From an optimization exercise on the open Yosys and OpenROAD flow, aimed at small area; shortcuts taken in it are not production practice. No functional check of the RTL was part of any run shown here. Power figures rest on the tool's default switching activity, not on a simulated workload.

--- design/flow/config.mk ---
export PLATFORM = sky130hd
export DESIGN_NAME = project
export DESIGN_NICKNAME = project
export VERILOG_FILES = /design/flow/design.v
export SDC_FILE = /design/flow/constraint.sdc
export NUM_CORES = 4
export LEC_CHECK = 0
export ABC_AREA = 1
export CAP_MARGIN = 20
export CORE_MARGIN = 2
export CORE_UTILIZATION = 40
export CTS_BUF_LIST = sky130_fd_sc_hd__clkbuf_4 sky130_fd_sc_hd__clkbuf_8
export CTS_CLUSTER_SIZE = 30
export SLEW_MARGIN = 20
--- design/flow/design.v ---
module project(clk, reset, button1, button0, led5, led4, led3, led2, led1, led0, alarmon, what);
	input clk, reset, button1, button0;
	output [6:0] led5, led4, led3, led2, led1, led0, alarmon, what;
	function [6:0] seg;
		input [3:0] d;
		case (d)
			0: seg = 7'b100_0000;
			1: seg = 7'b111_1001;
			2: seg = 7'b010_0100;
			3: seg = 7'b011_0000;
			4: seg = 7'b001_1001;
			5: seg = 7'b001_0010;
			6: seg = 7'b000_0010;
			7: seg = 7'b111_1000;
			8: seg = 7'b000_0000;
			9: seg = 7'b001_0000;
			default: seg = 7'b111_1111;
		endcase
	endfunction
	function [3:0] n10;
		input [3:0] q;
		input en;
		n10 = q ^ {en & q[0] & (q[3] | q[1] & q[2]), en & q[0] & q[1], en & q[0] & ~q[3], en};
	endfunction
	function [2:0] n6;
		input [2:0] q;
		input en;
		n6 = q ^ {en & q[0] & (q[1] | q[2]), en & q[0] & ~q[2], en};
	endfunction
	function [4:0] n24;
		input [4:0] q;
		input en;
		reg c3;
		begin
			c3 = en & q[0] & q[1] & q[2];
			n24 = q ^ {c3 & (q[3] | q[4]), c3 & ~q[4], en & q[0] & q[1], en & q[0], en};
		end
	endfunction
	function [9:0] n1000;
		input [9:0] q;
		input en;
		reg [9:0] c;
		reg e;
		integer i;
		begin
			c[0] = en;
			for (i = 1; i < 10; i = i + 1) c[i] = c[i-1] & q[i-1];
			e = c[3] & q[9] & q[8] & q[7] & q[6] & q[5];
			n1000 = q ^ {c[9:5] | {5{e}}, c[4], c[3] & ~e, c[2:0]};
		end
	endfunction
	reg b0d0, b0d1, b1d0, b1d1;
	always @(posedge clk or negedge reset)
		if (!reset) begin b0d0 <= 0; b0d1 <= 0; b1d0 <= 0; b1d1 <= 0; end
		else begin b0d0 <= button0; b0d1 <= b0d0; b1d0 <= button1; b1d1 <= b1d0; end
	wire B0 = b0d1 & ~b0d0;
	wire B1 = b1d1 & ~b1d0;
	reg [1:0] mode, sub;
	always @(posedge clk or negedge reset)
		if (!reset) begin mode <= 0; sub <= 0; end
		else case (mode)
			0: if (B0) mode <= 1; else if (B1) mode <= 3;
			1, 2: if (sub == 0) begin
					if (B0) mode <= (mode == 1) ? 2'd2 : 2'd0;
					else if (B1) sub <= 1;
				end else if (B1) sub <= (sub == 1) ? 2'd2 : 2'd0;
			3: case (sub)
					0: if (B0) sub <= 1; else if (B1) mode <= 0;
					1: if (B0) sub <= 2;
					default: if (B0) sub <= 0; else if (B1) begin mode <= 0; sub <= 0; end
				endcase
		endcase
	wire set_clock = (mode == 1);
	wire alarm_set = (mode == 2);
	wire stop = (mode == 3);
	wire inc_hour = B0 & (sub == 1);
	wire inc_min = B0 & (sub == 2);
	reg [9:0] div;
	reg [3:0] sec, min;
	reg [2:0] sec10, min10;
	reg [4:0] hour;
	wire run = ~set_clock;
	wire div_end = &{div[9:5], div[2:0]};
	wire tick = run & div_end;
	wire sec_end = sec[3] & sec[0];
	wire sec10_end = sec10[2] & sec10[0];
	wire min_end = min[3] & min[0];
	wire min10_end = min10[2] & min10[0];
	wire hour_end = hour[4] & hour[2] & hour[1] & hour[0];
	wire en_min = set_clock ? inc_min : (tick & sec_end & sec10_end);
	wire en_hour = set_clock ? inc_hour : (en_min & min_end & min10_end);
	always @(posedge clk or negedge reset)
		if (!reset) begin div <= 0; sec <= 0; sec10 <= 0; min <= 0; min10 <= 0; hour <= 0; end
		else begin
			div <= n1000(div, run);
			sec <= n10(sec, tick);
			sec10 <= n6(sec10, tick & sec_end);
			min <= n10(min, en_min);
			min10 <= n6(min10, en_min & min_end);
			hour <= n24(hour, en_hour);
		end
	reg [3:0] amin;
	reg [2:0] amin10;
	reg [4:0] ahour;
	wire amin_end = amin[3] & amin[0];
	wire amin10_end = amin10[2] & amin10[0];
	wire ahour_end = ahour[4] & ahour[2] & ahour[1] & ahour[0];
	always @(posedge clk or negedge reset)
		if (!reset) begin amin <= 0; amin10 <= 0; ahour <= 0; end
		else begin
			amin <= n10(amin, alarm_set & inc_min);
			amin10 <= n6(amin10, alarm_set & inc_min & amin_end);
			ahour <= n24(ahour, alarm_set & inc_hour);
		end
	reg [3:0] sdiv, sms, sms10, ssec, smin;
	reg [2:0] ssec10, smin10;
	wire sclr = ~((stop & sub == 1) | (stop & sub == 2 & ~B0));
	wire sdiv_end = sdiv[3] & sdiv[0];
	wire e0 = stop & (sub == 1) & sdiv_end;
	wire e1 = e0 & sms[3] & sms[0];
	wire e2 = e1 & sms10[3] & sms10[0];
	wire e3 = e2 & ssec[3] & ssec[0];
	wire e4 = e3 & ssec10[2] & ssec10[0];
	wire e5 = e4 & smin[3] & smin[0];
	always @(posedge clk)
		if (sclr) begin sdiv <= 0; sms <= 0; sms10 <= 0; ssec <= 0; ssec10 <= 0; smin <= 0; smin10 <= 0; end
		else begin
			sdiv <= n10(sdiv, 1'b1);
			sms <= n10(sms, e0);
			sms10 <= n10(sms10, e1);
			ssec <= n10(ssec, e2);
			ssec10 <= n6(ssec10, e3);
			smin <= n10(smin, e4);
			smin10 <= n6(smin10, e5);
		end
	wire [4:0] hsel = alarm_set ? ahour : hour;
	wire [3:0] h10 = (hsel < 10) ? 4'd10 : (hsel < 20) ? 4'd1 : 4'd2;
	wire [3:0] h1 = (hsel < 10) ? hsel[3:0] : (hsel < 20) ? hsel[3:0] + 4'd6 : hsel[3:0] + 4'd12;
	reg [3:0] n0, n1, n2, n3, n4, n5;
	always @* begin
		if (alarm_set) begin
			n5 = h10; n4 = h1; n3 = {1'b0, amin10}; n2 = amin; n1 = 0; n0 = 0;
		end else if (stop) begin
			n5 = {1'b0, smin10}; n4 = smin; n3 = {1'b0, ssec10}; n2 = ssec; n1 = sms10; n0 = sms;
		end else begin
			n5 = h10; n4 = h1; n3 = {1'b0, min10}; n2 = min; n1 = {1'b0, sec10}; n0 = sec;
		end
	end
	assign led0 = seg(n0);
	assign led1 = seg(n1);
	assign led2 = seg(n2);
	assign led3 = seg(n3);
	assign led4 = seg(n4);
	assign led5 = seg(n5);
	assign what = alarm_set ? 7'b000_1000 : 7'b111_1111;
	wire match = (ahour == hour) & (amin10 == min10) & (amin == min);
	assign alarmon = match ? 7'b000_1000 : 7'b111_1111;
endmodule
--- design/flow/constraint.sdc ---
create_clock -name core_clock -period 10.0 [get_ports {clk}]
set_input_delay 2.0000 -clock core_clock [delete_from_list [all_inputs] [get_ports {clk}]]
set_output_delay 2.0000 -clock core_clock [all_outputs]
set_load 0.01 [all_outputs]
--- design/flow/standard.sh ---
#!/bin/bash
# synth_recipe.tcl (not shown) runs the flow's synth.tcl, then flattens the netlist and writes it again
# the make line also repeats each setting of config.mk as NAME=value (left out here)
make -C /OpenROAD-flow-scripts/flow DESIGN_CONFIG=/design/flow/config.mk WORK_HOME=/design/flow/orfs CLKGATE_MAP_FILE= SYNTH_SCRIPT=/design/flow/synth_recipe.tcl "${@:-finish}"
--- design/flow/flow/run.sh ---
#!/bin/bash
# Standard layout, with single-drive buffers on the ports.
set -euo pipefail
export BUFFER_PORTS_ARGS="-buffer_cell sky130_fd_sc_hd__buf_1"
bash standard.sh > standard_flow.log 2>&1
==> impl_metrics.csv, run 1 <==
group,metric,value,unit
power,combPwrFrac,0.555,
synthesis,yosysTopAreaCellShare,0.251,
sta,skew,6.39,ps
synthesis,ys.flop_type,"dfrtp_1",
grt,antenna_found_initial,0,
synthesis,syn_avg_cell_area,7.43,um2
synthesis,syn_inst,659,
critical_path,reg2reg_setup_slack,6890,ps
layout,antennaDiodeCount,0,
placement,dp_hpwl,7.30,mm
critical_path,reg2reg_depth,12,
synthesis,synth.top_cells.by_area,"dfrtp_1 25%, ha_1 15%, dfxtp_1 11%",
hold_path,worst_hold_path.num_cells,0,
detailed_routing,wl,9.48,mm
layout,num-nets-final,772,
placement,place.gp.congestion,0.798,
hold_path,whs_endpoint,"b1d1$_DFF_PN0_",
sta,tightest_slew,671,ps
power,switchingPower,0.000648,W
power,seqPwrFrac,0.275,
floorplanning,core-area,12000,um2
grt,grt_max_degree,50,
power,clkPwrFrac,0.170,
layout,regArea,1750,um2
critical_path,rr_startpoint,"mode[1]$_DFFE_PN0P_",
floorplanning,dieHeight,115,um
floorplanning,rows,40,
detailed_routing,dr.first_iter.drc_count,152,
hold_path,worstHoldStart,"b1d0$_DFF_PN0_",
sta,setup_viol,0,
critical_path,crit_type,"flip-flop to primary output",
synthesis,yosys_warnings,1,
clock_tree,cts_tree,"built",
synthesis,yosysTopAreaCell,"dfrtp_1",
grt,gr-total-overflow,0,
layout,drive_above_1_share,0.0517,
layout,final_util,0.450,
clock_tree,clock-sinks,75,
layout,top_regs,"div x10, ahour x5, hour x5",
power,p_per_area,254,nW/um2
clock_tree,cts_setup_buffers,0,
critical_path,cp_data_required_time,8000,ps
sta,max_freq,187,MHz
clock_tree,hold_buffers,0,
synthesis,synth_edf_count,0,
floorplanning,initial_utilization,0.409,
placement,port_buffers,57,
synthesis,synth-seq-cells,75,
grt,grt_pass1_vias,3821,
grt,grt.total_usage,0.153,
layout,multi_input_area,2650,um2
sta,fin_crit,5340,ps
clock_tree,clock_latency,340,ps
critical_path,crit_chain,"inv_1, ha_1, buf_4, o21ai_0, inv_1, ha_1, inv_1, nand3_1, nand2_1, nand2_1, nand2_1, nand3_1, nand2_1, inv_1, ha_1, nand3_1, nand3_1, nand2_1, buf_1",
synthesis,synth-seq-area-share,0.357,
detailed_routing,routed_via_density,4.86,
layout,area_delta_synth_final,10.0,%
hold_path,hold_class,"flip-flop to flip-flop",
critical_path,crit_path_end_kind,"primary output",
synthesis,synth_area,4890,um2
floorplanning,die_x,115,um
detailed_routing,detail-route-antenna-nets,0,
clock_tree,clock_path_buffers,2,
layout,final_common_cell,"nand2_1",
clock_tree,cts_buffers,9,
critical_path,max_stage_delay,400,ps
sta,holdWs,379,ps
synthesis,ys_types,32,
sta,drv_slew,0,
clock_tree,clkTransAtPathRegs,70,ps
detailed_routing,via_count,4186,
critical_path,start_kind,"flip-flop",
grt,grt_pass1_wl,16.2,mm
detailed_routing,wl_per_cell,11.0,um
sta,relSlewSlack,0.552,
floorplanning,die-area,13100,um2
detailed_routing,drc,0,
layout,most-common-layout-cells,"126 x nand2_1, 94 x inv_1, 87 x nor2_1, 58 x ha_1, 56 x buf_1",
power,internal_power,0.000719,W
synthesis,synthArstFlopShare,0.653,
clock_tree,cts-root-buf,"clkbuf_8",
critical_path,r2r-end,"smin10[1]$_SDFF_PN0_",
sta,rsz0062_at_grt,"false",
sta,finalHoldViolations,0,
clock_tree,h-tree-depth,3,
sta,fin_crit_sh,0.534,
layout,regMostFlops,"div",
job,max-cap-violations,0,
clock_tree,cts_resized,0,
status,status,"finished clean",
power,switching_share,0.474,
critical_path,cp.arrival,3340,ps
detailed_routing,first_pass_iters,4,
power,leakage,2.68,nW
layout,largest_reg_flops,10,
critical_path,crit_path_top_delay_cell,"dfrtp_1",
floorplanning,ios,60,
critical_path,cpMostUsedCell,"nand2_1",
power,ir_worst_vdd,0.119,mV
sta,final.setup.tns,0,ps
critical_path,worstPathMaxFanout,23,
layout,fillers,1200,
==> worst max path at each step <==
stage                        start      end  slack (ps)  depth (start not counted)
2_1_floorplan  mode[0]$_DFFE_PN0P_  led5[1]        5420                         14
3_3_place_gp   mode[0]$_DFFE_PN0P_  led4[5]        5200                         19
3_5_place_dp   mode[0]$_DFFE_PN0P_  led4[5]        5040                         19
4_1_cts        mode[0]$_DFFE_PN0P_  led4[5]        4650                         19
5_1_grt        mode[0]$_DFFE_PN0P_  led4[5]        4330                         19
6_report       mode[0]$_DFFE_PN0P_  led4[5]        4660                         19
==> worst max-delay path, delay by kind of cell, from the launching register on <==
kind | cells | cell delay [ps]
AND/OR/NAND/NOR | 9 | 940
flip-flops | 1 | 400
adder cells (fa/ha/maj) | 3 | 610
AO/OA/AOI/OAI | 1 | 280
buffers and inverters | 6 | 750
==> Yosys cell counts (8+ instances only) <==
cell type	count
ha_1	58
a21oi_1	30
nor3_1	13
nand2_1	126
buf_4	13
dfxtp_1	26
nand3_1	25
o21ai_0	54
o21ai_1	9
dfrtp_1	49
inv_1	94
xor2_1	19
inv_2	8
nor2_1	87
==> kinds of logic (layout without fill, tap and decap cells) <==
family / Yosys count / after routing / synth area share
and+or+nand+nor: 275 / 275 / 0.235
buffers and inverters: 122 / 177 / 0.105
AOI/OAI and AO/OA: 106 / 106 / 0.115
DFF: 75 / 75 / 0.357
adders and majority gates: 58 / 58 / 0.148
xor gates and xnor gates: 22 / 22 / 0.0394
other: 1 / 2 / 0.000766
==> layout make-up <==
type / instances / share of cell area
Tap cell: 147 / 0.0342
Timing Repair Buffer: 59 / 0.0428
Multi-Input combinational cell: 463 / 0.492
Sequential cell: 75 / 0.324
Clock buffer: 13 / 0.0286
Inverter: 102 / 0.0711
Clock inverter: 3 / 0.00743
==> power by group through the flow <==
stage	combinational, W	clock, W	sequential [W]
floorplan	0.000593	0	0.000374
global placement	0.000754	0	0.000381
detailed placement	0.000765	0	0.000383
CTS	0.000768	0.000243	0.000377
global route	0.000886	0.000253	0.000382
finish	0.000759	0.000232	0.000377
==> per-stage QoR <==
| step | total power, W | instance area (um2) | setup slack (ps) | cells |
|---|---|---|---|---|
| 2_1_floorplan | 0.000967 | 4900 | 5420 | 660 |
| 3_3_place_gp | 0.00114 | 5180 | 5200 | 846 |
| 3_5_place_dp | 0.00115 | 5180 | 5040 | 846 |
| 4_1_cts | 0.00139 | 5380 | 4650 | 862 |
| 5_1_grt | 0.00152 | 5390 | 4330 | 862 |
| 6_report | 0.00137 | 5390 | 4660 | 862 |
==> metal layers <==
metal	GRT usage	routed length, um	share of wire	vias up
li1	-	-	-	2185
met1	0.186	4550	0.48	1918
met2	0.267	4430	0.47	68
met3	0.0344	337	0.036	15
met4	0.0504	149	0.016	0
met5	0	0	0	-
==> run 2, diff against run 1 <==
==> design/flow/flow/run.sh (replaced) <==
#!/bin/bash
# Standard layout, with an area-oriented ABC script and no half-adder extraction in synthesis,
# single-drive buffers on the ports and a small clock tree.
set -euo pipefail
{ cat flow/overrides.tcl; cat synth_recipe.tcl; } > own_synth.tcl
export OWN_ABC_SCRIPT=$PWD/flow/area.abc
export BUFFER_PORTS_ARGS="-buffer_cell sky130_fd_sc_hd__buf_1"
export CTS_ARGS="-sink_clustering_enable -repair_clock_nets -root_buf sky130_fd_sc_hd__clkbuf_8 -buf_list sky130_fd_sc_hd__clkbuf_8 -sink_clustering_size 40 -sink_clustering_max_diameter 300"
bash standard.sh SYNTH_SCRIPT=$PWD/own_synth.tcl > standard_flow.log 2>&1
==> design/flow/flow/area.abc (new file) <==
strash
&get -n
&fraig -x
&put
scorr
dc2
strash
&get -n
&dch -f
&nf -R 1000
&put
topo
==> design/flow/flow/overrides.tcl (new file) <==
proc extract_fa {args} { puts "own flow: no adder extraction" }
proc abc {args} {
  set i [lsearch -exact $args -script]
  if {$i >= 0} { set args [lreplace $args $i [expr {$i + 1}] -script $::env(OWN_ABC_SCRIPT)] }
  yosys abc {*}$args
}
==> design/flow/config.mk (replaced) <==
export PLATFORM = sky130hd
export DESIGN_NAME = project
export DESIGN_NICKNAME = project
export VERILOG_FILES = /design/flow/design.v
export SDC_FILE = /design/flow/constraint.sdc
export NUM_CORES = 4
export LEC_CHECK = 0
export CAP_MARGIN = 20
export CORE_MARGIN = 2
export CORE_UTILIZATION = 40
export SLEW_MARGIN = 20
==> run 2 against run 1 <==
First-iteration DRC count grew 20%. Count of clock-buffer cells in the layout shrank 3. Total power shrank 1.3%. Synthesized area shrank 19%. Critical path depth shrank 6. Still clean on timing, DRC and antenna. Final area shrank 16%. Worst hold slack lost 2.2 ps. Critical path type unchanged. Via count shrank 17%.
==> impl_metrics.csv, run 2 <==
group,metric,value,unit
synthesis,syn_inst,463,
grt,gr-total-overflow,0,
critical_path,start_kind,"flip-flop",
synthesis,yosys.cell_count.top_type,"nand2_1",
detailed_routing,wl_per_cell,13.7,um
placement,place.gp.congestion,0.778,
synthesis,synth.top_cells.by_area,"dfrtp_1 31%, dfxtp_1 13%, xnor2_1 5.5%",
sta,max_freq,148,MHz
floorplanning,die-area,10700,um2
synthesis,ys.flop_type,"dfrtp_1",
power,seqPwrFrac,0.310,
synthesis,ys_types,41,
layout,num-nets-final,527,
synthesis,synth-seq-area-share,0.440,
layout,most-common-layout-cells,"57 x nand2_1, 56 x buf_1, 54 x nor2_1, 49 x dfrtp_1, 40 x a21oi_1",
detailed_routing,first_pass_iters,4,
power,p_per_area,300,nW/um2
sta,relSlewSlack,0.493,
sta,tightest_slew,760,ps
clock_tree,cts-root-buf,"clkbuf_8",
synthesis,yosysTopAreaCellShare,0.309,
grt,antenna_found_initial,0,
status,status,"finished clean",
detailed_routing,dr.first_iter.drc_count,182,
sta,drv_slew,0,
detailed_routing,detail-route-antenna-nets,0,
critical_path,crit_path_end_kind,"primary output",
layout,final_util,0.463,
floorplanning,ios,60,
sta,finalHoldViolations,0,
clock_tree,cts_resized,0,
synthesis,synth_common_cells,"57 x nand2_1, 54 x nor2_1, 49 x dfrtp_1",
job,max-cap-violations,0,
clock_tree,h-tree-depth,3,
sta,skew,16.6,ps
power,internal_power,0.000729,W
layout,top_regs,"div x10, ahour x5, hour x5",
detailed_routing,routed_via_density,5.23,
power,ir_worst_vdd,0.421,mV
floorplanning,dieHeight,104,um
clock_tree,clock-sinks,75,
sta,final.setup.tns,0,ps
clock_tree,hold_buffers,0,
grt,grt_pass1_wl,15.4,mm
clock_tree,clkTransAtPathRegs,80,ps
detailed_routing,drc,0,
floorplanning,initial_utilization,0.408,
layout,largest_reg_flops,10,
clock_tree,clock_path_buffers,2,
power,switching_share,0.460,
layout,antennaDiodeCount,0,
placement,port_buffers,57,
power,clkPwrFrac,0.181,
clock_tree,clock_latency,350,ps
sta,fin_ws,3230,ps
synthesis,yosys_warnings,1,
grt,grt.total_usage,0.173,
floorplanning,core-area,9730,um2
layout,drive_above_1_share,0.0379,
power,combPwrFrac,0.509,
sta,setup_viol,0,
layout,regMostFlops,"div",
critical_path,cp_data_required_time,8000,ps
synthesis,synth_area,3970,um2
critical_path,cp.arrival,4770,ps
detailed_routing,wl,9.04,mm
synthesis,synth-seq-cells,75,
clock_tree,cts_tree,"built",
synthesis,synth_edf_count,0,
sta,fin_crit_sh,0.677,
sta,fin_crit,6770,ps
clock_tree,cts_setup_buffers,0,
power,leakage,1.95,nW
grt,grt_max_degree,50,
synthesis,syn_avg_cell_area,8.58,um2
sta,rsz0062_at_grt,"false",
synthesis,synthArstFlopShare,0.653,
clock_tree,cts_buffers,9,
layout,area_delta_synth_final,13.3,%
synthesis,yosysTopAreaCell,"dfrtp_1",
critical_path,worstPathMaxFanout,15,
grt,grt_pass1_vias,3188,
power,switchingPower,0.000620,W
floorplanning,rows,36,
layout,final_common_cell,"nand2_1",
critical_path,crit_type,"flip-flop to primary output",
detailed_routing,via_count,3458,
floorplanning,die_x,104,um
placement,dp_hpwl,6.50,mm
placement,place_ws,3590,ps
hold_path,hold_class,"flip-flop to flip-flop",
layout,layoutNonFillerInstCount,661,
placement,dp_cells,645,
==> run 2: worst paths after layout <==
kind | startpoint | end | slack, ps | depth (start not counted)
setup / recovery | mode[1]$_DFFE_PN0P_ | led4[5] | 3230 | 13
hold / removal | b1d0$_DFF_PN0_ | b1d1$_DFF_PN0_ | 380 | 0
setup reg to reg | mode[1]$_DFFE_PN0P_ | hour[3]$_DFF_PN0_ | 5580 | 15
hold reg to reg | b1d0$_DFF_PN0_ | b1d1$_DFF_PN0_ | 380 | 0
max in group asynchronous | reset | mode[0]$_DFFE_PN0P_ | 7800 | 2
min in group asynchronous | reset | div[5]$_DFF_PN0_ | 1770 | 2
==> run 2: critical path, cell delays in order (launching register included) <==
cell,delay (ps)
dfrtp_1,620
clkinv_1,440
nor2_1,580
clkinv_1,590
mux2i_1,490
a21oi_1,130
nor2b_1,210
o22ai_1,120
xor2_1,160
a21oi_1,340
nor2_1,180
or2_0,290
o21ai_0,110
buf_1,170
==> run 2: layer usage <==
metal | share of wire | routed length [um] | up-vias | GRT usage
met5 | 0 | 0 | - | 0
met3 | 0.035 | 320 | 7 | 0.0264
met1 | 0.51 | 4620 | 1629 | 0.249
met2 | 0.44 | 4010 | 69 | 0.267
met4 | 0.010 | 91 | 0 | 0.0608
li1 | - | - | 1753 | -
==> run 2: layout make-up <==
cell class | count | area [um2]
fillers | 967 | 5230
multi-input cells | 368 | 2110
flip-flops and latches | 75 | 1750
repair buffers | 60 | 238
well taps | 133 | 166
clock buffers | 10 | 138
clock inverters | 6 | 71.3
inverters | 9 | 33.8
==> run 2: power by group through the flow <==
stage | registers [W] | clock network, W | logic (W)
final | 0.000419 | 0.000244 | 0.000686
after global placement | 0.000421 | 0 | 0.000662
after floorplan | 0.000406 | 0 | 0.000511
after global routing | 0.000429 | 0.000265 | 0.000769
after detailed placement | 0.000424 | 0 | 0.000685
after CTS | 0.000418 | 0.000251 | 0.000690
==> run 2: kinds of logic (layout without fill, tap and decap cells) <==
| group | Yosys count | count (layout) | share of synthesized area |
|---|---|---|---|
| mux | 5 | 5 | 0.0126 |
| other cells | 1 | 2 | 0.000944 |
| flops | 75 | 75 | 0.440 |
| buf+inv | 21 | 85 | 0.0312 |
| xor+xnor | 42 | 42 | 0.0926 |
| simple gates | 199 | 199 | 0.236 |
| compound gates | 120 | 120 | 0.187 |
==> run 2: through the flow <==
step	instance area, um2	power [W]	hold WS, ps
4_1_cts	4500	0.00136	383
3_3_place_gp	4290	0.00108	357
3_5_place_dp	4290	0.00111	363
5_1_grt	4500	0.00146	401
6_report	4500	0.00135	377
2_1_floorplan	3980	0.000917	346

## afterwards: timing with drivers on the ports
In the flow no input, the clock included, has a driving cell. The finished layouts below were timed again as built, in two steps.
Step 1 assumes that a clkbuf_16 drives the clock port and a buf_2 every other input.
Step 2, shift: input delay + t, output delay - t, t = (earliest + latest rising clock arrival at the registers) / 2. This alone moves slack from input paths to output paths.
Three values: ideal, step 1, step 2; two values: the first two.
run	t, ns	setup slack, ns	clock arrival spread, ns	worst slew at a driven data input, ns	cell pins on the clock port's net
run 1	0.371	4.663 / 4.632 / 5.004	0.006 / 0.007	0.03	1
run 2	0.375	3.232 / 3.200 / 3.575	0.016 / 0.016	0.03	1
After both steps every run listed still meets setup and hold.
